Context: an optimization exercise on an open-source flow, tuned for small area and a short achievable clock period. The choices shown serve that exercise and are no tape-out recipe. RTL that was checked went through simulation tests only; none was proved equivalent to the original. For run 1, only the layout was checked, not whether the RTL still works.

===== flow/flow/run.sh =====
#!/bin/bash
# Standard ORFS layout, except that after the standard synthesis the
# combinational logic between the registers is re-mapped by ABC for area
# (flip-flops, their names and cell types are kept as synthesis made them).
set -euo pipefail
RES=$PWD/orfs/results/$FLOW_PLATFORM/half_sigmoid/base
YOSYS=$FLOW_HOME/../tools/install/yosys/bin/yosys
bash standard.sh synth > synth.log 2>&1
cp $RES/1_2_yosys.v $RES/1_2_yosys_std.v
LIB=$FLOW_HOME/platforms/$FLOW_PLATFORM/lib/sky130_fd_sc_hd__tt_025C_1v80.lib \
IN=$RES/1_2_yosys_std.v OUT=$RES/1_2_yosys.v TOP=$FLOW_TOP \
  $YOSYS -c flow/remap.tcl > remap.log 2>&1
bash standard.sh finish BUFFER_PORTS_ARGS="-buffer_cell sky130_fd_sc_hd__buf_4" SETUP_SLACK_MARGIN=6.3 > standard.log 2>&1

===== flow/flow/abc.constr =====
set_driving_cell sky130_fd_sc_hd__buf_1
set_load 5

===== flow/flow/remap.tcl =====
yosys -import
set lib $::env(LIB)
set dont {}
foreach c {probe_p_8 probec_p_8} { lappend dont -dont_use sky130_fd_sc_hd__$c }
lappend dont -dont_use {sky130_fd_sc_hd__lpflow_*} -dont_use {sky130_fd_sc_hd__fill_*}
read_liberty -ignore_miss_func $lib
read_verilog $::env(IN)
hierarchy -top $::env(TOP)
set seq {}
foreach m [split [string trim [tee -q -s result.string select -list-mod =A:liberty_cell]] "\n"] { }
# keep flip-flops and tie cells as cells
foreach c [split [exec grep -o {sky130_fd_sc_hd__\(df\|conb\|dl\|sdf\|ed\)[a-z0-9_]*} $::env(IN) | sort -u] "\n"] {
  if {$c ne ""} { setattr -mod -set keep_hierarchy 1 $c; lappend seq $c }
}
flatten
opt_clean
abc -liberty $lib {*}$dont -script "+strash;dch,-f;map,-D,2500;topo;buffer;upsize;dnsize" -constr flow/abc.constr
opt_clean -purge
foreach c $seq { blackbox $c }
hierarchy -top $::env(TOP)
hilomap -singleton -hicell sky130_fd_sc_hd__conb_1 HI -locell sky130_fd_sc_hd__conb_1 LO
splitnets
opt_clean -purge
tee -o $::env(OUT).stat stat -liberty $lib
write_verilog -noattr -noexpr -nohex -nodec $::env(OUT)

===== flow/standard.sh =====
#!/bin/bash
# synth_recipe.tcl (not shown) runs the flow's synth.tcl, then flattens the netlist and writes it again
# the make line also repeats each setting of config.mk as NAME=value (left out here)
make -C /OpenROAD-flow-scripts/flow DESIGN_CONFIG=/design/flow/config.mk WORK_HOME=/design/flow/orfs CLKGATE_MAP_FILE= SYNTH_SCRIPT=/design/flow/synth_recipe.tcl "${@:-finish}"

===== flow/config.mk =====
export PLATFORM = sky130hd
export DESIGN_NAME = half_sigmoid
export DESIGN_NICKNAME = half_sigmoid
export VERILOG_FILES = /design/flow/design.v
export SDC_FILE = /design/flow/constraint.sdc
export NUM_CORES = 8
export LEC_CHECK = 0
export ABC_AREA = 1
export CAP_MARGIN = 20
export CORE_MARGIN = 2
export CORE_UTILIZATION = 40
export GPL_TIMING_DRIVEN = 0
export SETUP_SLACK_MARGIN = 5
export SLEW_MARGIN = 20

===== flow/constraint.sdc =====
create_clock -name core_clock -period 9.5 [get_ports {clk}]
set_input_delay 1.9000 -clock core_clock [delete_from_list [all_inputs] [get_ports {clk}]]
set_output_delay 1.9000 -clock core_clock [all_outputs]
set_load 0.01 [all_outputs]

===== flow/design.v =====
module recip_pl(input [9:0] m, output [11:0] a, output [5:0] s, output corr);
localparam [1535:0] TA = 1536'h40440840c41041441841c42142542942d43243643b43f44444844d45245645b46046546946e47347947e48248748d49249749d4a24a74ad4b24b84bd4c34c94cf4d44da4e04e64ec4f24f84fe50550b51151851e52552c53253954054754e55555c56356b5725795815895905985a05a85b05b85c05c95d15d95e25eb5f45fd60660f61862162b63463e64865265c66667067b68569069b6a66b16bc6c86d36df6eb6f770370f71c72973674375075e76b7797877967a47b37c27d17e07f0800;
localparam [767:0] TS = 768'h41041040e39440e39039339439350e4d454e38e61838e5d55585d56156155db7176186186175dc6d77176dd69b71d75d71b79e69e79e79e79e79e99e79e9269a69a68e7927a2aaa89ea9eab2eb2cbaebb0c30bb0d37df5e35df8f7bf7efbdfbe;
localparam [1023:0] TC = 1024'ha0000400a000008000a000a00004a0000004a0a8a80909a8a004040009040008000800040101000000000000400000004000400041000000000000000000000000010000000000000006000000000606060400200600000002020040124000020202002a000a000000000004040400090004000100400100400000;
wire [6:0] h = m[9:3];
assign s = TS[h*6 +: 6];
assign a = TA[h*12 +: 12];
assign corr = TC[m];
endmodule
module half_sigmoid(
input rstn,
input clk,
input in_valid,
input [15:0] a,
output out_valid,
output [15:0] c
);
localparam DROWS = 2;                           
localparam DSTG  = (12 + DROWS - 1) / DROWS;    
localparam LAT   = 8 + DSTG;                    
reg [LAT:0] vpipe;
always @(posedge clk)
  if (!rstn) vpipe <= 0;
  else       vpipe <= {vpipe[LAT-1:0], in_valid};
assign out_valid = vpipe[LAT];
wire [4:0] E_i   = a[14:10];
wire       clp_i = (E_i > 5'd17);
reg  [9:0] M_0; reg [4:0] E_0; reg s_0, sp_0;
always @(posedge clk) begin
  M_0  <= clp_i ? 10'd0 : a[9:0];
  E_0  <= clp_i ? 5'd18 : E_i;
  s_0  <= a[15];
  sp_0 <= (a[15:1] == 15'h0200);
end
wire        ez_a = (E_0 == 5'd0);
wire [21:0] N_a  = {11'b0, 1'b1, M_0};
wire [21:0] t_a  = (N_a << 10) + (N_a << 9) - (N_a << 6) + (N_a << 2) + N_a;
wire        t21  = t_a[21];
wire [10:0] ym_a = ez_a ? 11'd0 : (t21 ? t_a[21:11] : t_a[20:10]);
reg [10:0] ym_1; reg [4:0] E_1; reg t21_1, sy_1, sp_1;
always @(posedge clk) begin
  ym_1 <= ym_a; E_1 <= E_0; t21_1 <= t21 & ~ez_a; sy_1 <= ~s_0; sp_1 <= sp_0;
end
wire [4:0]  ey_b  = E_1 + {4'b0, t21_1};
wire        big_b = ey_b >= 5'd14;                 
wire [2:0]  ysh_b = ey_b[2:0] - 3'd6;              
wire [14:0] Y_b   = {4'b0, ym_1} << ysh_b;         
wire [3:0]  ip_b  = Y_b[14:11] + {3'b0, Y_b[10]};
wire [10:0] Fa_b  = Y_b[10] ? (11'd0 - Y_b[10:0]) : Y_b[10:0];
reg  [3:0]  lz_b;
integer ib;
always @* begin
  lz_b = 4'd11;
  for (ib = 0; ib < 11; ib = ib + 1)
    if (Fa_b[ib]) lz_b = 4'd10 - ib[3:0];
end
wire [10:0] Fn_b  = Fa_b << lz_b;
wire [10:0] fm_b  = big_b ? Fn_b : ym_1;
wire [4:0]  fe_b  = big_b ? (5'd14 - {1'b0, lz_b}) : ey_b;
wire        fs_b  = sy_1 ^ (big_b & Y_b[10]);
wire [4:0]  ipv_b = big_b ? (sy_1 ? (5'd0 - {1'b0, ip_b}) : {1'b0, ip_b}) : 5'd0;
wire [14:0] ymag_b = {ey_b, ym_1[9:0]};
wire u1 = big_b ? (Fa_b >= 11'd456) : (ymag_b >= 15'h3320);
wire u2 = big_b ? (Fa_b >= 11'd645) : (ymag_b >= 15'h350a);
wire u3 = big_b ? (Fa_b >= 11'd790) : (ymag_b >= 15'h362c);
wire u4 = big_b ? (Fa_b >= 11'd912) : (ymag_b >= 15'h3720);
wire u5 = big_b ? (Fa_b >= 11'd1020) : (ymag_b >= 15'h37f7);
wire v1  = big_b ? (Fa_b >= 11'd269) : (ymag_b >= 15'h3032);
wire v2  = big_b ? (Fa_b >= 11'd380) : (ymag_b >= 15'h31ee);
wire v3  = big_b ? (Fa_b >= 11'd465) : (ymag_b >= 15'h3343);
wire v4  = big_b ? (Fa_b >= 11'd537) : (ymag_b >= 15'h3432);
wire v5  = big_b ? (Fa_b >= 11'd600) : (ymag_b >= 15'h34b0);
wire v6  = big_b ? (Fa_b >= 11'd658) : (ymag_b >= 15'h3523);
wire v7  = big_b ? (Fa_b >= 11'd710) : (ymag_b >= 15'h358c);
wire v8  = big_b ? (Fa_b >= 11'd759) : (ymag_b >= 15'h35ee);
wire v9  = big_b ? (Fa_b >= 11'd805) : (ymag_b >= 15'h364a);
wire v10 = big_b ? (Fa_b >= 11'd849) : (ymag_b >= 15'h36a1);
wire v11 = big_b ? (Fa_b >= 11'd890) : (ymag_b >= 15'h36f4);
wire v12 = big_b ? (Fa_b >= 11'd930) : (ymag_b >= 15'h3743);
wire v13 = big_b ? (Fa_b >= 11'd968) : (ymag_b >= 15'h378f);
wire v14 = big_b ? (Fa_b >= 11'd1004) : (ymag_b >= 15'h37d8);
wire [3:0] k_b = {v8, (v4 & ~v8) | v12,
                  (v2 & ~v4) | (v6 & ~v8) | (v10 & ~v12) | v14,
                  (v1 & ~v2) | (v3 & ~v4) | (v5 & ~v6) | (v7 & ~v8) |
                  (v9 & ~v10) | (v11 & ~v12) | (v13 & ~v14)};
wire [2:0] w_b = {u3, (u1 & ~u3) | u5, ~u1 | (u2 & ~u3) | (u4 & ~u5)};
reg [10:0] fm_2; reg [4:0] fe_2; reg fs_2, sp_2; reg [4:0] ipv_2; reg [3:0] k_2; reg [2:0] w_2;
always @(posedge clk) begin
  fm_2 <= fm_b; fe_2 <= fe_b; fs_2 <= fs_b; ipv_2 <= ipv_b; sp_2 <= sp_1; k_2 <= k_b; w_2 <= w_b;
end
wire [21:0] F_c  = {11'b0, fm_2};
wire [21:0] x0 = F_c << 10, x1 = F_c << 9, x2 = ~(F_c << 5), x3 = F_c << 3,
            x4 = w_2[2] ? (F_c << 2) : 22'd0, x5 = w_2[1] ? (F_c << 1) : 22'd0,
            x6 = w_2[0] ? F_c : 22'd0;
wire [21:0] s0 = x0 ^ x1 ^ x2,  c0 = {(x0 & x1) | (x0 & x2) | (x1 & x2), 1'b0};
wire [21:0] s1 = x3 ^ x4 ^ x5,  c1 = {(x3 & x4) | (x3 & x5) | (x4 & x5), 1'b0};
wire [21:0] s2 = s0 ^ c0 ^ s1,  c2 = {(s0 & c0) | (s0 & s1) | (c0 & s1), 1'b0};
wire [21:0] s3 = c1 ^ x6 ^ 22'd1, c3 = {(c1 & x6) | (c1 & 22'd1) | (x6 & 22'd1), 1'b0};
wire [21:0] s4 = s2 ^ c2 ^ s3,  c4 = {(s2 & c2) | (s2 & s3) | (c2 & s3), 1'b0};
wire [21:0] s5 = s4 ^ c4 ^ c3,  c5 = {(s4 & c4) | (s4 & c3) | (c4 & c3), 1'b0};
wire [21:0] tp_c = s5 + c5;
wire        tp21 = tp_c[21];
wire [4:0] fe10_c = fe_2 + 5'd10;
wire [4:0] shA_c  = (fe10_c < 5'd16) ? 5'd9 : (5'd25 - fe10_c);
wire [4:0] shB_c  = (fe10_c < 5'd15) ? 5'd9 : (5'd24 - fe10_c);
reg [11:0] tpt_4; reg [3:0] shA_4, shB_4, f15_4; reg tp21_4; reg [3:0] k_4; reg fs_4, sp_4; reg [4:0] ipv_4;
always @(posedge clk) begin
  tpt_4 <= tp_c[21:10]; shA_4 <= shA_c[3:0]; shB_4 <= shB_c[3:0]; f15_4 <= 4'd15 - fe_2[3:0];
  tp21_4 <= tp21; k_4 <= k_2; fs_4 <= fs_2; ipv_4 <= ipv_2; sp_4 <= sp_2;
end
wire [10:0] mp_4   = tp21_4 ? tpt_4[11:1] : tpt_4[10:0];
wire [3:0]  sh_e   = tp21_4 ? shB_4 : shA_4;       
wire [10:0] pint_e = mp_4 >> sh_e;
wire [10:0] msk_e  = ~(11'h7ff << sh_e);
wire        stk_e  = |(mp_4 & msk_e);
wire [12:0] q3_e   = {(11'd1092 + {7'b0, k_4}), 2'b00};
wire [12:0] n_e    = fs_4 ? (q3_e + {2'b0, pint_e}) : (q3_e + {2'b11, ~pint_e} + {12'b0, ~stk_e});
wire        e27_e  = n_e[12];
wire [10:0] Mq_e   = e27_e ? n_e[12:2] : n_e[11:1];
reg [10:0] drem [0:DSTG];
reg [10:0] dden [0:DSTG];
reg [11:0] dq   [0:DSTG];
reg [3:0]  dS   [0:DSTG];
reg        dt21, de27;
reg        dfs  [0:DSTG];
reg        dsp  [0:DSTG];
reg [4:0]  dipv [0:DSTG];
always @(posedge clk) begin
  drem[0] <= mp_4; dden[0] <= Mq_e; dq[0] <= 12'd0; dS[0] <= f15_4; dt21 <= tp21_4; de27 <= e27_e;
  dfs[0] <= fs_4; dsp[0] <= sp_4; dipv[0] <= ipv_4;
end
genvar gs;
generate for (gs = 0; gs < DSTG; gs = gs + 1) begin : dstage
  reg [10:0] rem_o; reg [11:0] q_o;
  reg [11:0] r2, df; reg ge;
  integer rr, bit_i;
  always @* begin
    rem_o = drem[gs]; q_o = dq[gs];
    for (rr = 0; rr < DROWS; rr = rr + 1) begin
      bit_i = 11 - (gs*DROWS + rr);
      if (bit_i >= 0) begin
        if (bit_i == 11) r2 = {1'b0, rem_o};
        else             r2 = {rem_o, 1'b0};
        df = {1'b0, r2[10:0]} - {1'b0, dden[gs]};
        ge = r2[11] | ~df[11];
        q_o[bit_i] = ge;
        rem_o = ge ? df[10:0] : r2[10:0];
      end
    end
  end
  always @(posedge clk) begin
    drem[gs+1] <= rem_o; dq[gs+1] <= q_o; dden[gs+1] <= dden[gs];
    dS[gs+1] <= (gs == 0) ? (dS[gs] + {3'b0, de27} - {3'b0, dt21}) : dS[gs]; dfs[gs+1] <= dfs[gs]; dsp[gs+1] <= dsp[gs]; dipv[gs+1] <= dipv[gs];
  end
end endgenerate
wire [11:0] q12_f = dq[DSTG];
wire        bq_f  = q12_f[11];
wire [3:0]  S_f   = dS[DSTG];                      
wire [10:0] Qs_f  = q12_f >> S_f;
wire [11:0] low_f = q12_f & ~(12'hfff << S_f);
wire        dstk_f = |{low_f[11:1], low_f[0] & ~bq_f};
wire [11:0] X_f = !dfs[DSTG] ? (12'd2048 + {1'b0, Qs_f[10:1], 1'b0}) :
                               (12'd2048 - {1'b0, Qs_f} - {11'b0, dstk_f});
wire [4:0] ipv_f = dipv[DSTG];
wire       pos_f = ~ipv_f[4] & (ipv_f != 5'd0);
wire       zr_f  = (ipv_f == 5'd0);
wire [4:0] sa_f  = pos_f ? (5'd12 - ipv_f) : (5'd1 - ipv_f);
reg [11:0] X_6; reg pos_6, zr_6; reg [3:0] sa_6; reg sp_6;
always @(posedge clk) begin
  X_6 <= X_f; pos_6 <= pos_f; zr_6 <= zr_f; sa_6 <= sa_f[3:0] | {4{sa_f[4]}}; sp_6 <= dsp[DSTG];
end
wire [11:0] Xs_g = X_6 >> sa_6;                      
wire [13:0] S_g  = {1'b0, X_6, 1'b0} + (14'd1 << sa_6);  
reg  [9:0]  p1m_g; reg [4:0] ce_g;                    
always @* begin
  if (!pos_6) begin
    if (zr_6 && X_6[11]) begin p1m_g = {1'b0, X_6[10:2]}; ce_g = 5'd13; end
    else                 begin p1m_g = Xs_g[9:0];         ce_g = 5'd14; end
  end else begin
    if (S_g[13])      begin p1m_g = S_g[12:3]; ce_g = 5'd1 + {1'b0, sa_6}; end
    else if (S_g[12]) begin p1m_g = S_g[11:2]; ce_g = 5'd2 + {1'b0, sa_6}; end
    else              begin p1m_g = S_g[10:1]; ce_g = 5'd3 + {1'b0, sa_6}; end
  end
end
reg [9:0] p1m_7; reg [4:0] ce_7; reg sp_7;
always @(posedge clk) begin
  p1m_7 <= p1m_g; ce_7 <= ce_g; sp_7 <= sp_6;
end
wire [11:0] ra_h; wire [5:0] rs_h; wire rc_h;
recip_pl u_rcp(.m(p1m_7), .a(ra_h), .s(rs_h), .corr(rc_h));
reg [11:0] ra_8; reg [5:0] rs_8; reg [2:0] rl_8; reg rc_8; reg [4:0] ce_8; reg sp_8;
always @(posedge clk) begin
  ra_8 <= ra_h; rs_8 <= rs_h; rl_8 <= p1m_7[2:0]; rc_8 <= rc_h; ce_8 <= ce_7; sp_8 <= sp_7;
end
wire [8:0]  sl_i = rs_8 * rl_8 + 9'd16;
wire [11:0] r_i  = ra_8 - {8'b0, sl_i[8:5]} - {11'b0, rc_8};
reg [15:0] c_r;
always @(posedge clk) c_r <= sp_8 ? 16'hf801 : {1'b0, ce_8 + {4'b0, r_i[11]}, r_i[9:0]};
assign c = c_r;
endmodule

==> run summary, run 1 <==
status - finished clean
Critical Path Start - dden[0][10]$_SDFF_PP1_
Die Area - 70900 µm²
WP buf/inv - 5
grt peak-use layer - met2
Clock Path Buffers - 3
Post-Syn Instances - 4306
Slew Viols, Final - 0
Setup Skew - 0.0232 ns
Hold Path Depth - 0
Mapped Area - 27500 µm²
dpl cells - 5223
area grow syn2layout - 45.7%
GR Util met3 - 0.0303
overall routing resource usage - 0.230
vias in the first global route - 28800
drt pass-1 iters - 6
Yosys Warn Count - 8
endpoints failing setup - 0
clock tree sinks - 448
setup TNS - 0 ns
max-cap viol count - 0
Vias - 30600
setup slack, reg-to-reg - 5.71 ns
syn nets - 4325
Crit path depth - 28
final cell count without fillers - 5884
clock period minus worst slack - 3.79 ns
CP top delay family - simple AND/OR/NAND/NOR gates
Num CTS Buffers - 50
first-pass GRT wire length - 136000 µm
GRT overflow - 0
GPL Wtd Cong - 0.954
Initial Utilization - 0.402
Wirelength per Cell - 15.4 µm
I/O pin cnt - 36
Slew headroom - 0.441
WP data required - 10.02 ns
CTS tree - done
RSZ-0062 raised after global routing - true
fin crit share - 0.399
share of layout cells above drive strength 1 - 0.358
met2 usage - 0.413
CORE AREA - 68300 µm²
CTS clk-pin slew, worst paths - 0.07 ns
crit-path max cell delay - 0.32 ns
antenna cells - 0
critical path class - reg -> reg
Crit Path Max Fanout - 5
Worst-Margin Slew - 0.836 ns
CP arrival - 4.31 ns
Setup crit start kind - register
Chip Height - 266 µm
Min-Delay Path Class - reg -> reg
PortBufs - 35
Post-Route WL - 90600 µm
CTS HTree Levels - 2
Final #Nets - 4983
R2R Path Start - dden[0][10]$_SDFF_PP1_
CP endpoint kind - register
initial antenna violation count - 0
grt met1 use - 0.271
Final HPWL DP - 56400 µm
fin worst setup slack - 5.71 ns
latest clock arrival within the worst-skew pair - 0.62 ns
FP Rows - 96
syn_area_per_cell - 6.39 µm²
Iter 0 DRT Violations - 2048
Setup WS pre-CTS - 5.40 ns
largest net degree at the start of global routing - 16
final hold violation count - 0
slowest stage cell on the critical path - dfxtp_2
reg2reg end - drem[1][2]$_DFF_P_
fmax - 264 MHz
Post-route DRC - 0
vias per cell - 5.20
Antenna Nets Post-Route - 0
R2R cell count - 28
crit path to - drem[1][2]$_DFF_P_
chip width - 266 µm
CTS root buffer - clkbuf_16
-- metal layers --
metal  up-vias  wire length, µm
met5         -                0
met4         0             4180
met3       288             4260
met2       911            45400
met1     14100            36700
li1      15300                -
-- sequential cells by signal, summed over array words and instances, names as in the netlist, 10 cells and up --
signal / flops
M_0: 10
X_6: 12
c_r: 16
dS: 28
dden: 66
dipv: 35
dq: 42
drem: 66
fm_2: 11
p1m_7: 10
ra_8: 12
tpt_4: 12
vpipe: 15
ym_1: 11
-- worst min-delay path by stage --
| stage | from | to | slack [ns] |
|---|---|---|---|
| 2_1_floorplan | ce_7[0]$_DFF_P_ | ce_8[0]$_DFF_P_ | 0.31 |
| 3_3_place_gp | dipv[4][3]$_DFF_P_ | dipv[5][3]$_DFF_P_ | 0.31 |
| 3_5_place_dp | f15_4[1]$_DFF_P_ | dS[0][1]$_DFF_P_ | 0.31 |
| 4_1_cts | dq[5][11]$_DFF_P_ | dq[6][11]$_DFF_P_ | 0.32 |
| 5_1_grt | dq[5][11]$_DFF_P_ | dq[6][11]$_DFF_P_ | 0.32 |
| 6_report | dq[5][11]$_DFF_P_ | dq[6][11]$_DFF_P_ | 0.32 |
-- worst reg2reg max path: cells and delay by family (launching register included) --
family                 cells  cell delay (ns)
buffers and inverters      5             0.72
DFF                        1             0.32
and+or+nand+nor           15             1.49
AOI/OAI and AO/OA          8             1.16
-- layout make-up --
class | count | area, µm²
clock buffer | 61 | 1370
sequential | 448 | 9130
fill | 6019 | 28300
inverter | 611 | 2430
clock inverter | 29 | 344
timing repair inverter | 2 | 16.3
tap | 882 | 1100
buffer | 82 | 654
timing repair buffer | 599 | 4910
multi-input combinational | 3170 | 20100
-- cells in the final DEF (no fill, tap or decap), types with 114 or more instances in the layout --
cell / n
nand2_1: 753
nand3_1: 114
buf_4: 506
o21ai_2: 123
nand2_2: 156
a21oi_1: 148
nor2_1: 557
xor2_1: 114
o21ai_0: 163
dfxtp_1: 376
inv_1: 508
-- per-stage QoR --
stage          instance area [µm²]   util  hold slack (ns)
4_1_cts                      35900  0.525            0.317
5_1_grt                      40100  0.586            0.322
3_5_place_dp                 28900  0.423            0.312
3_3_place_gp                 28900  0.423            0.310
2_1_floorplan                27500      -            0.310
6_report                     40100  0.586            0.317
-- timing repair --
action / in CTS / in global routing
buffers inserted: 372 / 175
gates resized for setup: 794 / 772
setup endpoints to repair: 145 / 147
hold buffers: 0 / 0
cloned: 21 / 3
pin swaps: 258 / 353
==> run 2, diff against run 1 <==
--- a/flow/design.v
+++ b/flow/design.v
@@ -59,34 +59,25 @@
 wire [4:0]  fe_b  = big_b ? (5'd14 - {1'b0, lz_b}) : ey_b;
 wire        fs_b  = sy_1 ^ (big_b & Y_b[10]);
 wire [4:0]  ipv_b = big_b ? (sy_1 ? (5'd0 - {1'b0, ip_b}) : {1'b0, ip_b}) : 5'd0;
-wire [14:0] ymag_b = {ey_b, ym_1[9:0]};
-wire u1 = big_b ? (Fa_b >= 11'd456) : (ymag_b >= 15'h3320);
-wire u2 = big_b ? (Fa_b >= 11'd645) : (ymag_b >= 15'h350a);
-wire u3 = big_b ? (Fa_b >= 11'd790) : (ymag_b >= 15'h362c);
-wire u4 = big_b ? (Fa_b >= 11'd912) : (ymag_b >= 15'h3720);
-wire u5 = big_b ? (Fa_b >= 11'd1020) : (ymag_b >= 15'h37f7);
-wire v1  = big_b ? (Fa_b >= 11'd269) : (ymag_b >= 15'h3032);
-wire v2  = big_b ? (Fa_b >= 11'd380) : (ymag_b >= 15'h31ee);
-wire v3  = big_b ? (Fa_b >= 11'd465) : (ymag_b >= 15'h3343);
-wire v4  = big_b ? (Fa_b >= 11'd537) : (ymag_b >= 15'h3432);
-wire v5  = big_b ? (Fa_b >= 11'd600) : (ymag_b >= 15'h34b0);
-wire v6  = big_b ? (Fa_b >= 11'd658) : (ymag_b >= 15'h3523);
-wire v7  = big_b ? (Fa_b >= 11'd710) : (ymag_b >= 15'h358c);
-wire v8  = big_b ? (Fa_b >= 11'd759) : (ymag_b >= 15'h35ee);
-wire v9  = big_b ? (Fa_b >= 11'd805) : (ymag_b >= 15'h364a);
-wire v10 = big_b ? (Fa_b >= 11'd849) : (ymag_b >= 15'h36a1);
-wire v11 = big_b ? (Fa_b >= 11'd890) : (ymag_b >= 15'h36f4);
-wire v12 = big_b ? (Fa_b >= 11'd930) : (ymag_b >= 15'h3743);
-wire v13 = big_b ? (Fa_b >= 11'd968) : (ymag_b >= 15'h378f);
-wire v14 = big_b ? (Fa_b >= 11'd1004) : (ymag_b >= 15'h37d8);
+wire [12:0] z_b = big_b ? {Fa_b, 2'b00} :
+                  (ey_b == 5'd13) ? {1'b0, ym_1, 1'b0} :
+                  (ey_b == 5'd12) ? {2'b0, ym_1} : 13'd0;
+wire u1 = z_b >= 13'd1824, u2 = z_b >= 13'd2580, u3 = z_b >= 13'd3160,
+     u4 = z_b >= 13'd3648, u5 = z_b >= 13'd4078;
+wire v1  = z_b >= 13'd1074, v2  = z_b >= 13'd1518, v3  = z_b >= 13'd1859,
+     v4  = z_b >= 13'd2148, v5  = z_b >= 13'd2400, v6  = z_b >= 13'd2630,
+     v7  = z_b >= 13'd2840, v8  = z_b >= 13'd3036, v9  = z_b >= 13'd3220,
+     v10 = z_b >= 13'd3394, v11 = z_b >= 13'd3560, v12 = z_b >= 13'd3718,
+     v13 = z_b >= 13'd3870, v14 = z_b >= 13'd4016;
 wire [3:0] k_b = {v8, (v4 & ~v8) | v12,
                   (v2 & ~v4) | (v6 & ~v8) | (v10 & ~v12) | v14,
                   (v1 & ~v2) | (v3 & ~v4) | (v5 & ~v6) | (v7 & ~v8) |
                   (v9 & ~v10) | (v11 & ~v12) | (v13 & ~v14)};
 wire [2:0] w_b = {u3, (u1 & ~u3) | u5, ~u1 | (u2 & ~u3) | (u4 & ~u5)};
-reg [10:0] fm_2; reg [4:0] fe_2; reg fs_2, sp_2; reg [4:0] ipv_2; reg [3:0] k_2; reg [2:0] w_2;
+reg [10:0] fm_2; reg [4:0] fe_2; reg fs_2; reg [4:0] ipv_2; reg [3:0] k_2; reg [2:0] w_2;
 always @(posedge clk) begin
-  fm_2 <= fm_b; fe_2 <= fe_b; fs_2 <= fs_b; ipv_2 <= ipv_b; sp_2 <= sp_1; k_2 <= k_b; w_2 <= w_b;
+  fm_2 <= fm_b; fe_2 <= fe_b; fs_2 <= fs_b; ipv_2 <= sp_1 ? 5'b10000 : ipv_b;    
+  k_2 <= k_b; w_2 <= w_b;
 end
 wire [21:0] F_c  = {11'b0, fm_2};
 wire [21:0] x0 = F_c << 10, x1 = F_c << 9, x2 = ~(F_c << 5), x3 = F_c << 3,
@@ -103,10 +94,10 @@
 wire [4:0] fe10_c = fe_2 + 5'd10;
 wire [4:0] shA_c  = (fe10_c < 5'd16) ? 5'd9 : (5'd25 - fe10_c);
 wire [4:0] shB_c  = (fe10_c < 5'd15) ? 5'd9 : (5'd24 - fe10_c);
-reg [11:0] tpt_4; reg [3:0] shA_4, shB_4, f15_4; reg tp21_4; reg [3:0] k_4; reg fs_4, sp_4; reg [4:0] ipv_4;
+reg [11:0] tpt_4; reg [3:0] shA_4, shB_4, f15_4; reg tp21_4; reg [3:0] k_4; reg fs_4; reg [4:0] ipv_4;
 always @(posedge clk) begin
   tpt_4 <= tp_c[21:10]; shA_4 <= shA_c[3:0]; shB_4 <= shB_c[3:0]; f15_4 <= 4'd15 - fe_2[3:0];
-  tp21_4 <= tp21; k_4 <= k_2; fs_4 <= fs_2; ipv_4 <= ipv_2; sp_4 <= sp_2;
+  tp21_4 <= tp21; k_4 <= k_2; fs_4 <= fs_2; ipv_4 <= ipv_2;
 end
 wire [10:0] mp_4   = tp21_4 ? tpt_4[11:1] : tpt_4[10:0];
 wire [3:0]  sh_e   = tp21_4 ? shB_4 : shA_4;       
@@ -118,16 +109,15 @@
 wire        e27_e  = n_e[12];
 wire [10:0] Mq_e   = e27_e ? n_e[12:2] : n_e[11:1];
 reg [10:0] drem [0:DSTG];
-reg [10:0] dden [0:DSTG];
+reg [9:0]  dden [0:DSTG];     
 reg [11:0] dq   [0:DSTG];
 reg [3:0]  dS   [0:DSTG];
 reg        dt21, de27;
 reg        dfs  [0:DSTG];
-reg        dsp  [0:DSTG];
 reg [4:0]  dipv [0:DSTG];
 always @(posedge clk) begin
-  drem[0] <= mp_4; dden[0] <= Mq_e; dq[0] <= 12'd0; dS[0] <= f15_4; dt21 <= tp21_4; de27 <= e27_e;
-  dfs[0] <= fs_4; dsp[0] <= sp_4; dipv[0] <= ipv_4;
+  drem[0] <= mp_4; dden[0] <= Mq_e[9:0]; dq[0] <= 12'd0; dS[0] <= f15_4; dt21 <= tp21_4; de27 <= e27_e;
+  dfs[0] <= fs_4; dipv[0] <= ipv_4;
 end
 genvar gs;
 generate for (gs = 0; gs < DSTG; gs = gs + 1) begin : dstage
@@ -141,7 +131,7 @@
       if (bit_i >= 0) begin
         if (bit_i == 11) r2 = {1'b0, rem_o};
         else             r2 = {rem_o, 1'b0};
-        df = {1'b0, r2[10:0]} - {1'b0, dden[gs]};
+        df = {1'b0, r2[10:0]} - {2'b01, dden[gs]};
         ge = r2[11] | ~df[11];
         q_o[bit_i] = ge;
         rem_o = ge ? df[10:0] : r2[10:0];
@@ -150,7 +140,7 @@
   end
   always @(posedge clk) begin
     drem[gs+1] <= rem_o; dq[gs+1] <= q_o; dden[gs+1] <= dden[gs];
-    dS[gs+1] <= (gs == 0) ? (dS[gs] + {3'b0, de27} - {3'b0, dt21}) : dS[gs]; dfs[gs+1] <= dfs[gs]; dsp[gs+1] <= dsp[gs]; dipv[gs+1] <= dipv[gs];
+    dS[gs+1] <= (gs == 0) ? (dS[gs] + {3'b0, de27} - {3'b0, dt21}) : dS[gs]; dfs[gs+1] <= dfs[gs]; dipv[gs+1] <= dipv[gs];
   end
 end endgenerate
 wire [11:0] q12_f = dq[DSTG];
@@ -167,7 +157,7 @@
 wire [4:0] sa_f  = pos_f ? (5'd12 - ipv_f) : (5'd1 - ipv_f);
 reg [11:0] X_6; reg pos_6, zr_6; reg [3:0] sa_6; reg sp_6;
 always @(posedge clk) begin
-  X_6 <= X_f; pos_6 <= pos_f; zr_6 <= zr_f; sa_6 <= sa_f[3:0] | {4{sa_f[4]}}; sp_6 <= dsp[DSTG];
+  X_6 <= X_f; pos_6 <= pos_f; zr_6 <= zr_f; sa_6 <= sa_f[3:0] | {4{sa_f[4]}}; sp_6 <= (ipv_f == 5'b10000);
 end
 wire [11:0] Xs_g = X_6 >> sa_6;                      
 wire [13:0] S_g  = {1'b0, X_6, 1'b0} + (14'd1 << sa_6);  
--- a/flow/flow/run.sh
+++ b/flow/flow/run.sh
@@ -10,4 +10,4 @@
 LIB=$FLOW_HOME/platforms/$FLOW_PLATFORM/lib/sky130_fd_sc_hd__tt_025C_1v80.lib \
 IN=$RES/1_2_yosys_std.v OUT=$RES/1_2_yosys.v TOP=$FLOW_TOP \
   $YOSYS -c flow/remap.tcl > remap.log 2>&1
-bash standard.sh finish BUFFER_PORTS_ARGS="-buffer_cell sky130_fd_sc_hd__buf_4" SETUP_SLACK_MARGIN=6.3 > standard.log 2>&1
+bash standard.sh finish BUFFER_PORTS_ARGS="-buffer_cell sky130_fd_sc_hd__buf_4" SETUP_SLACK_MARGIN=5.7 > standard.log 2>&1
==> run 2 against run 1 <==
  * Via count is 14% lower
  * Synthesized area is 2.2% lower
  * Sequential cell count is 15 lower
  * Sequential share of layout area is 4.4 points higher
  * Clock skew is 0.0075 ns higher
  * Critical path depth is 4 lower
  * Core utilization is 11 points lower
  * Critical path type unchanged
  * Largest cell class unchanged
==> run summary, run 2 <==
final hold violation count - 0
syn_area_per_cell - 6.47 µm²
CTS clk-pin slew, worst paths - 0.06 ns
WP data required - 9.99 ns
max-cap viol count - 0
Final #Nets - 4360
Post-Layout Inst Area - 32100 µm²
Post-route DRC - 0
fmax - 272 MHz
Iter 0 DRT Violations - 1731
Setup crit start kind - register
R2R cell count - 24
Antenna Nets Post-Route - 0
CTS root buffer - clkbuf_16
CTS tree - done
critical path class - reg -> reg
area grow syn2layout - 19.4%
overall routing resource usage - 0.190
clock tree sinks - 433
Filler cells - 6826
setup TNS - 0 ns
Post-Route WL - 69500 µm
FP Rows - 95
Die Area - 69300 µm²
placed instance area - 28300 µm²
hold path startpoint - dfs[0]$_DFF_P_
GRT overflow - 0
Vias - 26300
Worst-Margin Slew - 0.979 ns
Min-Delay Path Class - reg -> reg
Initial Utilization - 0.402
register name with the most flops - drem
slowest stage cell on the critical path - dfxtp_2
largest net degree at the start of global routing - 16
chip width - 263 µm
R2R Path Start - dden[2][5]$_DFF_P_
Post-Syn Instances - 4160
GPL Wtd Cong - 0.977
Largest regs - drem x66, dden x60, dq x42
Final HPWL DP - 52200 µm
RSZ-0062 raised after global routing - true
dpl cells - 5068
Worst Hold Endpoint - dfs[1]$_DFF_P_
Crit Path Max Fanout - 6
CORE AREA - 66900 µm²
endpoints failing setup - 0
initial antenna violation count - 0
commonest non-fill, non-tap cell in the layout - nand2_1
CTS HTree Levels - 2
vias in the first global route - 23800
setup slack, reg-to-reg - 5.82 ns
most frequent cells in the layout - 839 x nand2_1, 635 x nor2_1, 574 x inv_1
reg2reg end - drem[3][6]$_DFF_P_
crit-path cells - inv_2 > nor2_4 > nor4_4 > nand2_1 > o221ai_2 > nand2_1 > o21ai_2 > a21oi_2 > a211oi_2 > nor2_4 > inv_4 > buf_8 > nand4_4 > a21oi_2 > a21o_1 > nor2_2 > o211ai_2 > nand4_2 > a31oi_4 > o21ai_4 > nand2_4 > buf_8 > buf_8 > a21oi_2
CP arrival - 4.17 ns
crit-path max cell delay - 0.34 ns
final cell count without fillers - 5253
Yosys Warn Count - 7
I/O pin cnt - 36
fin crit share - 0.387
first-pass GRT wire length - 112000 µm
Clock Path Buffers - 3
share of layout cells above drive strength 1 - 0.155
CP endpoint kind - register
clock period minus worst slack - 3.68 ns
Critical Path Start - dden[2][5]$_DFF_P_
PortBufs - 35
Num CTS Buffers - 47
status - finished clean
drt pass-1 iters - 8
Setup Skew - 0.0307 ns
max FFs per register - 66
vias per cell - 5.01
Finished Core Util - 0.480
Chip Height - 263 µm
hold buffer count at cts - 0
Hold Path Depth - 0
latest clock arrival within the worst-skew pair - 0.61 ns
antenna cells - 0
Wirelength per Cell - 13.2 µm
syn nets - 4179
Mapped Area - 26900 µm²
Slew Viols, Final - 0
Slew headroom - 0.345
## run 2: worst max-delay path by stage
stage | end | slack (ns) | cells past startpoint
finish | drem[3][6]$_DFF_P_ | 5.82 | 24
global route | k_2[0]$_DFF_P_ | 5.52 | 24
CTS | dden[0][9]$_DFF_P_ | 5.64 | 19
detailed placement | dden[0][9]$_DFF_P_ | 5.49 | 18
global placement | ra_8[3]$_DFF_P_ | 5.35 | 12
floorplan | drem[2][3]$_DFF_P_ | 6.33 | 25
## run 2: worst max-delay path: cells and delay by family (launching register included)
kind / cells / cell delay (ns)
simple gates: 9 / 1.06
compound gates: 10 / 1.62
flops: 1 / 0.34
buf+inv: 5 / 0.54
## run 2: cell type report
class | count | area, µm² | area share
Clock buffer | 58 | 1300 | 0.0404
Inverter | 610 | 2320 | 0.0722
Buffer | 71 | 434 | 0.0135
Multi-Input combinational cell | 3047 | 16600 | 0.517
Clock inverter | 30 | 532 | 0.0166
Sequential cell | 433 | 8730 | 0.272
Timing Repair Buffer | 131 | 1090 | 0.0341
Tap cell | 873 | 1090 | 0.0340
## run 2: layer usage
metal,vias up,track usage,routed length (µm)
met5,-,0,0
met4,0,0.0704,2380
met3,164,0.0265,3380
met2,634,0.334,33500
met1,11700,0.234,30300
li1,13800,-,-
## run 2: metrics by stage
stage / worst slack [ns] / hold WS, ns
3_3_place_gp: 5.35 / 0.310
4_1_cts: 5.64 / 0.302
2_1_floorplan: 6.33 / 0.310
3_5_place_dp: 5.49 / 0.312
5_1_grt: 5.52 / 0.313
6_report: 5.82 / 0.301
## run 2: repair_timing
| action | in CTS | in global routing |
|---|---|---|
| endpoints found under the hold margin | 0 | 0 |
| endpoints found under the setup margin | 30 | 137 |
| gates cloned | 0 | 5 |
| gates resized for setup | 14 | 376 |
| buffers inserted | 0 | 92 |
| pin swaps | 0 | 108 |
==> run 3, diff against run 2 <==
--- a/flow/config.mk
+++ b/flow/config.mk
@@ -8,7 +8,7 @@
 export ABC_AREA = 1
 export CAP_MARGIN = 20
 export CORE_MARGIN = 2
-export CORE_UTILIZATION = 40
+export CORE_UTILIZATION = 60
 export GPL_TIMING_DRIVEN = 0
 export SETUP_SLACK_MARGIN = 5
 export SLEW_MARGIN = 20
==> run 3 against run 2 <==
  * Worst hold slack worse by 0.0030 ns
  * Critical path depth up 4
  * Non-clock buffer count down 11
  * Count of clock-buffer cells in the layout unchanged
  * Sequential share of layout area up 0.40 points
  * Global-route usage up 9.0 points
  * Routed wire length up 1.8%
  * Critical endpoint is now drem[4][8]$_DFF_P_
  * Largest cell class unchanged
==> run summary, run 3 <==
status - finished clean
overall routing resource usage - 0.279
CP arrival - 4.35 ns
slowest stage cell on the critical path - dfxtp_4
Mapped Area - 26900 µm²
WP data required - 9.95 ns
vias in the first global route - 24100
initial antenna violation count - 0
most frequent cell on the critical path - nand2_2
Setup Skew - 0.0290 ns
crit-path max cell delay - 0.37 ns
Wirelength per Cell - 14.3 µm
CTS HTree Levels - 2
Initial Utilization - 0.608
vias per cell - 5.44
CORE AREA - 44200 µm²
PortBufs - 35
Slew Viols, Final - 0
CTS root buffer - clkbuf_16
Slew headroom - 0.211
RSZ-0062 raised after global routing - true
final hold violation count - 0
clock period minus worst slack - 3.90 ns
max-cap viol count - 0
Post-Syn Instances - 4160
share of layout cells above drive strength 1 - 0.149
CP endpoint kind - register
WHS - 0.298 ns
latest clock arrival within the worst-skew pair - 0.60 ns
Crit Path Max Fanout - 8
fin crit share - 0.410
Clock Path Buffers - 3
Iter 0 DRT Violations - 2363
Worst-Margin Slew - 1.17 ns
clock tree sinks - 433
Post-Route WL - 70700 µm
first-pass GRT wire length - 110000 µm
commonest non-fill, non-tap cell in the layout - nand2_1
Hold Path Depth - 0
Yosys Warn Count - 7
most frequent cells in the layout - 838 x nand2_1, 637 x nor2_1, 573 x inv_1
Final #Nets - 4350
WP buf/inv - 2
Vias - 27000
Antenna Nets Post-Route - 0
I/O pin cnt - 36
register name with the most flops - drem
setup TNS - 0 ns
CP top delay family - compound AO/OA/AOI/OAI gates
endpoints failing setup - 0
area grow syn2layout - 17.4%
syn nets - 4179
critical path class - reg -> reg
GPL Wtd Cong - 1.08
GRT overflow - 0
CTS tree - done
chip width - 216 µm
Setup crit start kind - register
R2R cell count - 28
max FFs per register - 66
CTS clk-pin slew, worst paths - 0.06 ns
antenna cells - 0
Min-Delay Path Class - reg -> reg
Final HPWL DP - 50400 µm
Die Area - 46500 µm²
syn_area_per_cell - 6.47 µm²
largest net degree at the start of global routing - 16
FP Rows - 77
Num CTS Buffers - 46
Chip Height - 216 µm
drt pass-1 iters - 7
fmax - 257 MHz
Crit path depth - 28
Largest regs - drem x66, dden x60, dq x42
Post-route DRC - 0
-- run 3: what timing repair did --
item	4_1_cts	5_1_grt
cloned	0	9
pin swaps	1	92
hold endpoints to repair	0	0
resized for setup	13	360
endpoints found under the setup margin	32	129
setup buffers	1	78
hold buffers	0	0
-- run 3: through the flow --
step           utilization  setup WS, ns  std cells  instance area [µm²]
2_1_floorplan            -          6.33       4160                26900
3_3_place_gp         0.631          5.49       4787                27900
3_5_place_dp         0.631          5.60       4787                27900
4_1_cts              0.670          5.62       4872                29600
5_1_grt              0.714          5.39       4959                31600
6_report             0.714          5.60       4959                31600
-- run 3: final timing paths --
path	start	endpoint	slack, ns
hold reg to reg	dS[2][1]$_DFF_P_	dS[3][1]$_DFF_P_	0.30
setup / recovery	dden[3][1]$_DFF_P_	drem[4][8]$_DFF_P_	5.60
setup reg to reg	dden[3][1]$_DFF_P_	drem[4][8]$_DFF_P_	5.60
hold / removal	dS[2][1]$_DFF_P_	dS[3][1]$_DFF_P_	0.30
-- run 3: area by class of cell --
type	count	area (µm²)
buffer	71	424
inverter	610	2310
timing repair buffer	120	955
fill	3688	12600
tap	592	741
clock buffer	58	1270
sequential	433	8710
clock inverter	26	397
multi-input combinational	3049	16800
-- run 3: metal layers --
layer	track usage	vias up	wire, µm
li1	-	13800	-
met1	0.345	12000	29900
met2	0.497	945	34100
met3	0.0366	217	4420
met4	0.0966	0	2330
met5	0	-	0
==> run 4, diff against run 3 <==
--- a/flow/flow/remap.tcl
+++ b/flow/flow/remap.tcl
@@ -14,7 +14,7 @@
 }
 flatten
 opt_clean
-abc -liberty $lib {*}$dont -script "+strash;dch,-f;map,-D,2500;topo;buffer;upsize;dnsize" -constr flow/abc.constr
+abc -liberty $lib {*}$dont -script "+strash;dch,-f;map,-D,3000;topo;buffer;upsize;dnsize" -constr flow/abc.constr
 opt_clean -purge
 foreach c $seq { blackbox $c }
 hierarchy -top $::env(TOP)
--- a/flow/config.mk
+++ b/flow/config.mk
@@ -8,7 +8,7 @@
 export ABC_AREA = 1
 export CAP_MARGIN = 20
 export CORE_MARGIN = 2
-export CORE_UTILIZATION = 60
+export CORE_UTILIZATION = 40
 export GPL_TIMING_DRIVEN = 0
 export SETUP_SLACK_MARGIN = 5
 export SLEW_MARGIN = 20
==> run 4 against run 3 <==
  * Non-clock buffer count rose by 287
  * Core utilization is 18 points lower
  * Critical endpoint is now drem[2][4]$_DFF_P_
  * Die area is 44% higher
  * Highest routed layer unchanged
  * Clock skew is essentially flat
  * Sequential cell count stayed put
  * Cell area up 9.7%
  * Count of clock-buffer cells in the layout rose by 1
  * Still clean
==> run summary, run 4 <==
largest net degree at the start of global routing - 16
clock tree sinks - 433
GPL Wtd Cong - 0.976
vias in the first global route - 24600
Post-Syn Instances - 4066
clock period minus worst slack - 4.03 ns
CTS tree - done
max-cap viol count - 0
register name with the most flops - drem
Worst-Margin Slew - 0.996 ns
PortBufs - 35
slowest stage cell on the critical path - dfxtp_2
Final HPWL DP - 50200 µm
overall routing resource usage - 0.207
CTS clk-pin slew, worst paths - 0.06 ns
vias per cell - 5.03
setup TNS - 0 ns
Min-Delay Path Class - reg -> reg
final hold violation count - 0
Crit Path Max Fanout - 5
RSZ-0062 raised after global routing - true
fin worst setup slack - 5.47 ns
commonest non-fill, non-tap cell in the layout - nand2_1
Slew headroom - 0.331
fmax - 248 MHz
Setup Skew - 0.0291 ns
share of layout cells above drive strength 1 - 0.257
CP endpoint kind - register
crit-path max cell delay - 0.35 ns
CP arrival - 4.55 ns
Largest regs - drem x66, dden x60, dq x42
CTS root buffer - clkbuf_16
most frequent cell on the critical path - buf_4
Antenna Nets Post-Route - 0
Clock Path Buffers - 3
Setup crit start kind - register
GRT overflow - 0
Filler cells - 6003
Finished Core Util - 0.538
Die Area - 66900 µm²
Final #Nets - 4544
antenna cells - 0
latest clock arrival within the worst-skew pair - 0.59 ns
Yosys Warn Count - 7
WP data required - 10.02 ns
max FFs per register - 66
Chip Height - 259 µm
fin crit share - 0.424
chip width - 259 µm
FP Rows - 93
syn_area_per_cell - 6.38 µm²
area grow syn2layout - 33.5%
most frequent cells in the layout - 687 x nand2_1, 643 x nor2_1, 564 x inv_1
Mapped Area - 25900 µm²
syn nets - 4085
I/O pin cnt - 36
Vias - 27300
Iter 0 DRT Violations - 2129
CTS HTree Levels - 2
drt pass-1 iters - 7
Post-Route WL - 75700 µm
Initial Utilization - 0.403
endpoints failing setup - 0
Slew Viols, Final - 0
Num CTS Buffers - 47
hold buffer count at cts - 0
critical path class - reg -> reg
first-pass GRT wire length - 117000 µm
Wirelength per Cell - 14.0 µm
initial antenna violation count - 0
Post-route DRC - 0
Setup WS pre-CTS - 4.93 ns
CORE AREA - 64300 µm²
status - finished clean
-- run 4: critical path: cells and delay by family, from the launching register on --
| kind | cells | cell delay (ns) |
|---|---|---|
| flops | 1 | 0.35 |
| simple gates | 7 | 0.55 |
| buf+inv | 16 | 1.94 |
| compound gates | 8 | 1.12 |
-- run 4: worst paths after layout --
kind / from / endpoint / slack (ns) / cells after the start
worst max-delay path: dden[1][1]$_DFF_P_ / drem[2][4]$_DFF_P_ / 5.47 / 31
worst min-delay path: dfs[3]$_DFF_P_ / dfs[4]$_DFF_P_ / 0.31 / 0
worst max register to register: dden[1][1]$_DFF_P_ / drem[2][4]$_DFF_P_ / 5.47 / 31
worst min register to register: dfs[3]$_DFF_P_ / dfs[4]$_DFF_P_ / 0.31 / 0
-- run 4: final cells by class --
class,instances,area (µm²),share of cell area
multi-input combinational,2929,16800,0.486
sequential,433,8780,0.253
timing repair buffer,408,3280,0.0948
inverter,636,2480,0.0716
clock buffer,59,1340,0.0387
tap,855,1070,0.0309
buffer,70,482,0.0139
clock inverter,25,372,0.0107
-- run 4: per-stage QoR --
step                      std cells  cell area, µm²  hold WS (ns)
after global routing           5415           34700         0.320
after CTS                      5264           31600         0.316
after global placement         4956           27300         0.310
final                          5415           34700         0.311
after detailed placement       4956           27300         0.312
after floorplan                4066           25900         0.310
-- run 4: what timing repair did --
action	4_1_cts	5_1_grt
cloned	9	8
endpoints found under the setup margin	134	136
setup buffers	215	143
gates resized for setup	311	625
pin swaps	114	272
-- run 4: layer usage --
layer	GRT usage	up-vias	part of all wire
met5	0	-	0
met4	0.0727	0	0.033
met3	0.0324	202	0.062
met2	0.352	821	0.47
met1	0.266	12300	0.43
li1	-	14000	-
==> run 5, diff against run 4 <==
--- a/flow/flow/run.sh
+++ b/flow/flow/run.sh
@@ -10,4 +10,4 @@
 LIB=$FLOW_HOME/platforms/$FLOW_PLATFORM/lib/sky130_fd_sc_hd__tt_025C_1v80.lib \
 IN=$RES/1_2_yosys_std.v OUT=$RES/1_2_yosys.v TOP=$FLOW_TOP \
   $YOSYS -c flow/remap.tcl > remap.log 2>&1
-bash standard.sh finish BUFFER_PORTS_ARGS="-buffer_cell sky130_fd_sc_hd__buf_4" SETUP_SLACK_MARGIN=5.7 > standard.log 2>&1
+bash standard.sh finish BUFFER_PORTS_ARGS="-buffer_cell sky130_fd_sc_hd__buf_4" SETUP_SLACK_MARGIN=5.8 > standard.log 2>&1
--- a/flow/flow/remap.tcl
+++ b/flow/flow/remap.tcl
@@ -14,7 +14,7 @@
 }
 flatten
 opt_clean
-abc -liberty $lib {*}$dont -script "+strash;dch,-f;map,-D,3000;topo;buffer;upsize;dnsize" -constr flow/abc.constr
+abc -liberty $lib {*}$dont -script "+strash;dch,-f;map,-D,2500;topo;buffer;upsize;dnsize" -constr flow/abc.constr
 opt_clean -purge
 foreach c $seq { blackbox $c }
 hierarchy -top $::env(TOP)
==> run 5 against run 4 <==
  * Still clean on timing, DRC and antenna
  * Synthesized cell count up 2.3%
  * Cell area decreased by 5.0%
  * Sequential share of layout area up 1.2 points
  * Sequential cell count unchanged
  * Clock skew rose by 0.0030 ns
  * Worst hold slack got worse by 0.013 ns
  * Register-to-register slack improved by 0.36 ns
  * Critical path type unchanged
  * Largest cell class unchanged
==> run summary, run 5 <==
status - finished clean
fin worst setup slack - 5.83 ns
FP Rows - 95
GPL Wtd Cong - 0.977
vias in the first global route - 23900
commonest non-fill, non-tap cell in the layout - nand2_1
Num CTS Buffers - 47
chip width - 263 µm
latest clock arrival within the worst-skew pair - 0.62 ns
Post-Syn Instances - 4160
Hold Path Depth - 0
RSZ-0062 raised after global routing - true
Worst Hold Endpoint - dfs[1]$_DFF_P_
Post-route DRC - 0
Setup Skew - 0.0321 ns
initial antenna violation count - 0
clock period minus worst slack - 3.67 ns
hold path startpoint - dfs[0]$_DFF_P_
setup TNS - 0 ns
hold buffer count at cts - 0
Setup WS pre-CTS - 5.49 ns
Final HPWL DP - 52200 µm
Setup crit start kind - register
critical path class - reg -> reg
overall routing resource usage - 0.190
CTS clk-pin slew, worst paths - 0.06 ns
largest net degree at the start of global routing - 16
register area - 8740 µm²
CTS tree - done
Yosys Warn Count - 7
Wirelength per Cell - 13.5 µm
slowest stage cell on the critical path - dfxtp_4
R2R cell count - 27
Clock Path Buffers - 3
CTS HTree Levels - 2
Post-Route WL - 71200 µm
fmax - 272 MHz
register name with the most flops - drem
Slew headroom - 0.322
share of layout cells above drive strength 1 - 0.185
CP arrival - 4.15 ns
Filler cells - 6731
GRT overflow - 0
Slew Viols, Final - 0
Final #Nets - 4401
crit-path max cell delay - 0.36 ns
drt pass-1 iters - 6
first-pass GRT wire length - 112000 µm
Die Area - 69300 µm²
syn_area_per_cell - 6.47 µm²
WHS - 0.297 ns
WP data required - 9.98 ns
antenna cells - 0
Worst-Margin Slew - 1.01 ns
CTS root buffer - clkbuf_16
I/O pin cnt - 36
CP endpoint kind - register
syn nets - 4179
max FFs per register - 66
Mapped Area - 26900 µm²
endpoints failing setup - 0
Iter 0 DRT Violations - 1605
Antenna Nets Post-Route - 0
clock tree sinks - 433
max-cap viol count - 0
reg2reg end - drem[5][8]$_DFF_P_
Min-Delay Path Class - reg -> reg
final hold violation count - 0
area of the multi-input gates - 17100 µm²
Initial Utilization - 0.402
Largest regs - drem x66, dden x60, dq x42
area grow syn2layout - 22.4%
PortBufs - 35
vias per cell - 5.04
CORE AREA - 66900 µm²
Crit Path Max Fanout - 5
R2R Path Start - dden[4][1]$_DFF_P_
setup slack, reg-to-reg - 5.83 ns
Chip Height - 263 µm
fin crit share - 0.386
Vias - 26700
most frequent cells in the layout - 811 x nand2_1, 622 x nor2_1, 560 x inv_1
## run 5: layout make-up
cell class / count / share of cell area
buffer: 71 / 0.0137
clock inverter: 30 / 0.0162
inverter: 610 / 0.0705
sequential: 433 / 0.266
clock buffer: 58 / 0.0394
timing repair buffer: 170 / 0.0419
multi-input combinational: 3049 / 0.519
tap: 873 / 0.0332
## run 5: through the flow
step | instances | area (µm²) | utilization
5_1_grt | 5294 | 32900 | 0.492
2_1_floorplan | 4160 | 26900 | -
6_report | 5294 | 32900 | 0.492
3_5_place_dp | 5068 | 28300 | 0.422
3_3_place_gp | 5068 | 28300 | 0.422
4_1_cts | 5156 | 30200 | 0.452
## run 5: metal layers
layer,vias up,track usage,share of wire
met5,-,0,0
met4,0,0.0729,0.033
met3,170,0.0265,0.050
met2,688,0.335,0.48
met1,11900,0.234,0.43
li1,13900,-,-
## run 5: worst max-delay path: cells and delay by family, from the launching register on
family | cells | cell delay (ns)
DFF | 1 | 0.36
buffers and inverters | 3 | 0.37
and+or+nand+nor | 13 | 1.25
AOI/OAI and AO/OA | 11 | 1.57
## run 5: worst max path at each step
stage | startpoint | to | slack, ns | cells past startpoint
finish | dden[4][1]$_DFF_P_ | drem[5][8]$_DFF_P_ | 5.83 | 27
global route | dden[4][1]$_DFF_P_ | drem[5][8]$_DFF_P_ | 5.57 | 28
CTS | tpt_4[11]$_DFF_P_ | dden[0][9]$_DFF_P_ | 5.74 | 19
detailed placement | tpt_4[11]$_DFF_P_ | dden[0][9]$_DFF_P_ | 5.49 | 18
global placement | p1m_7[4]$_DFF_P_ | ra_8[3]$_DFF_P_ | 5.35 | 12
floorplan | dden[1][2]$_DFF_P_ | drem[2][3]$_DFF_P_ | 6.33 | 25
## run 5: what timing repair did
| action | in CTS | in global routing |
|---|---|---|
| gates cloned | 0 | 11 |
| setup endpoints to repair | 62 | 135 |
| resized for setup | 47 | 502 |
| hold endpoints to repair | 0 | 0 |
| pin swaps | 1 | 148 |
| setup buffers | 0 | 127 |
==> run 6, diff against run 5 <==
--- a/flow/flow/run.sh
+++ b/flow/flow/run.sh
@@ -10,4 +10,4 @@
 LIB=$FLOW_HOME/platforms/$FLOW_PLATFORM/lib/sky130_fd_sc_hd__tt_025C_1v80.lib \
 IN=$RES/1_2_yosys_std.v OUT=$RES/1_2_yosys.v TOP=$FLOW_TOP \
   $YOSYS -c flow/remap.tcl > remap.log 2>&1
-bash standard.sh finish BUFFER_PORTS_ARGS="-buffer_cell sky130_fd_sc_hd__buf_4" SETUP_SLACK_MARGIN=5.8 > standard.log 2>&1
+bash standard.sh finish BUFFER_PORTS_ARGS="-buffer_cell sky130_fd_sc_hd__buf_4" SETUP_SLACK_MARGIN=5.6 > standard.log 2>&1
==> run 6 against run 5 <==
  * Still clean on timing, DRC and antenna
  * Count of clock-buffer cells in the layout is the same
  * Register-to-register slack better by 0.02 ns
  * Via count is 3.0% lower
  * Die area is the same
  * Synthesized cell count stayed put
  * Worst hold slack improved by 0.0020 ns
  * Maximum frequency grew 0.56%
  * Cell area down 5.3%
  * Critical endpoint is now fm_2[5]$_DFF_P_
==> run summary, run 6 <==
max FFs per register - 66
GPL Wtd Cong - 0.977
most frequent cells in the layout - 858 x nand2_1, 650 x nor2_1, 578 x inv_1
Die Area - 69300 µm²
slowest stage cell on the critical path - dfxtp_1
most frequent cell on the critical path - nand2_1
GRT overflow - 0
Mapped Area - 26900 µm²
Initial Utilization - 0.402
Yosys Warn Count - 7
CP endpoint kind - register
setup TNS - 0 ns
FP Rows - 95
CTS root buffer - clkbuf_16
PortBufs - 35
Num CTS Buffers - 47
Post-Syn Instances - 4160
vias in the first global route - 23800
dpl cells - 5068
Clock Path Buffers - 3
final hold violation count - 0
WP buf/inv - 4
first-pass GRT wire length - 112000 µm
vias per cell - 4.98
Wirelength per Cell - 13.1 µm
placed instance area - 28300 µm²
Slew headroom - 0.367
crit-path max cell delay - 0.33 ns
CP arrival - 4.16 ns
antenna cells - 0
Min-Delay Path Class - reg -> reg
chip width - 263 µm
fin crit share - 0.384
status - finished clean
syn nets - 4179
clock tree sinks - 433
CTS tree - done
Finished Core Util - 0.466
commonest non-fill, non-tap cell in the layout - nand2_1
endpoints failing setup - 0
clock period minus worst slack - 3.65 ns
CORE AREA - 66900 µm²
WP data required - 10.01 ns
Crit Path Max Fanout - 10
share of layout cells above drive strength 1 - 0.123
Post-Layout Inst Area - 31200 µm²
area grow syn2layout - 15.9%
register name with the most flops - drem
Chip Height - 263 µm
Antenna Nets Post-Route - 0
latest clock arrival within the worst-skew pair - 0.61 ns
Filler cells - 6904
Post-route DRC - 0
max-cap viol count - 0
CTS clk-pin slew, worst paths - 0.06 ns
Setup Skew - 0.0309 ns
Largest regs - drem x66, dden x60, dq x42
fmax - 274 MHz
Iter 0 DRT Violations - 1717
drt pass-1 iters - 9
overall routing resource usage - 0.190
Final HPWL DP - 52200 µm
Setup crit start kind - register
initial antenna violation count - 0
largest net degree at the start of global routing - 16
Vias - 25900
RSZ-0062 raised after global routing - true
syn_area_per_cell - 6.47 µm²
critical path class - reg -> reg
Final #Nets - 4307
I/O pin cnt - 36
Slew Viols, Final - 0
crit-path cells - nand2_1 > inv_2 > nor2_1 > nor2_4 > inv_1 > buf_2 > nand3_1 > nand2_1 > o21ai_4 > buf_12 > nand2_1 > xnor2_4 > o21ai_0 > nand2_1 > a21oi_1 > o21ai_2 > nand2_1 > nand2_2 > o21ai_0 > a21oi_1 > nor3_1 > a221oi_1
Worst-Margin Slew - 0.946 ns
CP top delay family - compound AO/OA/AOI/OAI gates
CTS HTree Levels - 2
final cell count without fillers - 5200
Post-Route WL - 68100 µm
## run 6: path summary, 6_finish.rpt
| kind | from | endpoint | slack (ns) | cells past startpoint |
|---|---|---|---|---|
| max | E_1[0]$_DFF_P_ | fm_2[5]$_DFF_P_ | 5.85 | 22 |
| min | dfs[0]$_DFF_P_ | dfs[1]$_DFF_P_ | 0.30 | 0 |
| max reg2reg | E_1[0]$_DFF_P_ | fm_2[5]$_DFF_P_ | 5.85 | 22 |
| min reg2reg | dfs[0]$_DFF_P_ | dfs[1]$_DFF_P_ | 0.30 | 0 |
## run 6: timing repair
action | 4_1_cts | 5_1_grt
buffers inserted | 0 | 42
endpoints found under the setup margin | 11 | 120
cloned | 0 | 2
gates resized for setup | 4 | 223
hold buffers | 0 | 0
pin swaps | 0 | 42
## run 6: cell type report
class                   instances  area, µm²  share of cell area
repair buffers                 78        611              0.0196
inverters                     610       2310              0.0741
flip-flops and latches        433       8690               0.279
clock inverters                30        532              0.0171
plain buffers                  71        405              0.0130
clock buffers                  58       1300              0.0416
multi-input cells            3047      16200               0.521
well taps                     873       1090              0.0350
## run 6: layer usage
layer / vias to the layer above / track usage / routed length, µm
met2: 642 / 0.334 / 32300
met3: 171 / 0.0265 / 3360
met4: 0 / 0.0704 / 2340
met5: - / 0 / 0
met1: 11400 / 0.234 / 30100
li1: 13700 / - / -
## run 6: stage by stage
stage / setup slack (ns) / hold WS [ns]
after detailed placement: 5.49 / 0.312
final: 5.85 / 0.299
after floorplan: 6.33 / 0.310
after global routing: 5.54 / 0.313
after CTS: 5.60 / 0.302
after global placement: 5.35 / 0.310
## run 6: worst reg2reg max path: cells and delay by family (launching register included)
| kind | cells | cell delay, ns |
|---|---|---|
| AOI/OAI and AO/OA | 7 | 1.29 |
| and+or+nand+nor | 10 | 1.11 |
| buffers and inverters | 4 | 0.54 |
| DFF | 1 | 0.33 |
| xor gates and xnor gates | 1 | 0.27 |

-- afterwards: timing with drivers on the ports --
Ports are ideal in the flow. The routed layouts listed here were re-timed in OpenROAD. Step 1, drivers: a clkbuf_16 drives clk and a buf_2 each remaining input, both assumed. Step 2 moves the port delays by t, midway between the first and last clock arrival at a register: inputs arrive t later, outputs are due t later. That takes back most of the time a late clock gives input paths. Three values: no drivers, after step 1, after step 2; two values: the first two.
run	shift t [ns]	setup WS [ns]	pins driven straight from the clock port
run 1	0.671	5.707 / 5.707 / 5.707	1
run 2	0.659	5.820 / 5.820 / 5.820	1
run 3	0.641	5.602 / 5.602 / 5.602	1
run 4	0.634	5.473 / 5.473 / 5.473	1
run 5	0.663	5.829 / 5.829 / 5.829	1
run 6	0.661	5.850 / 5.850 / 5.850	1
After both steps every run listed still meets setup and hold.
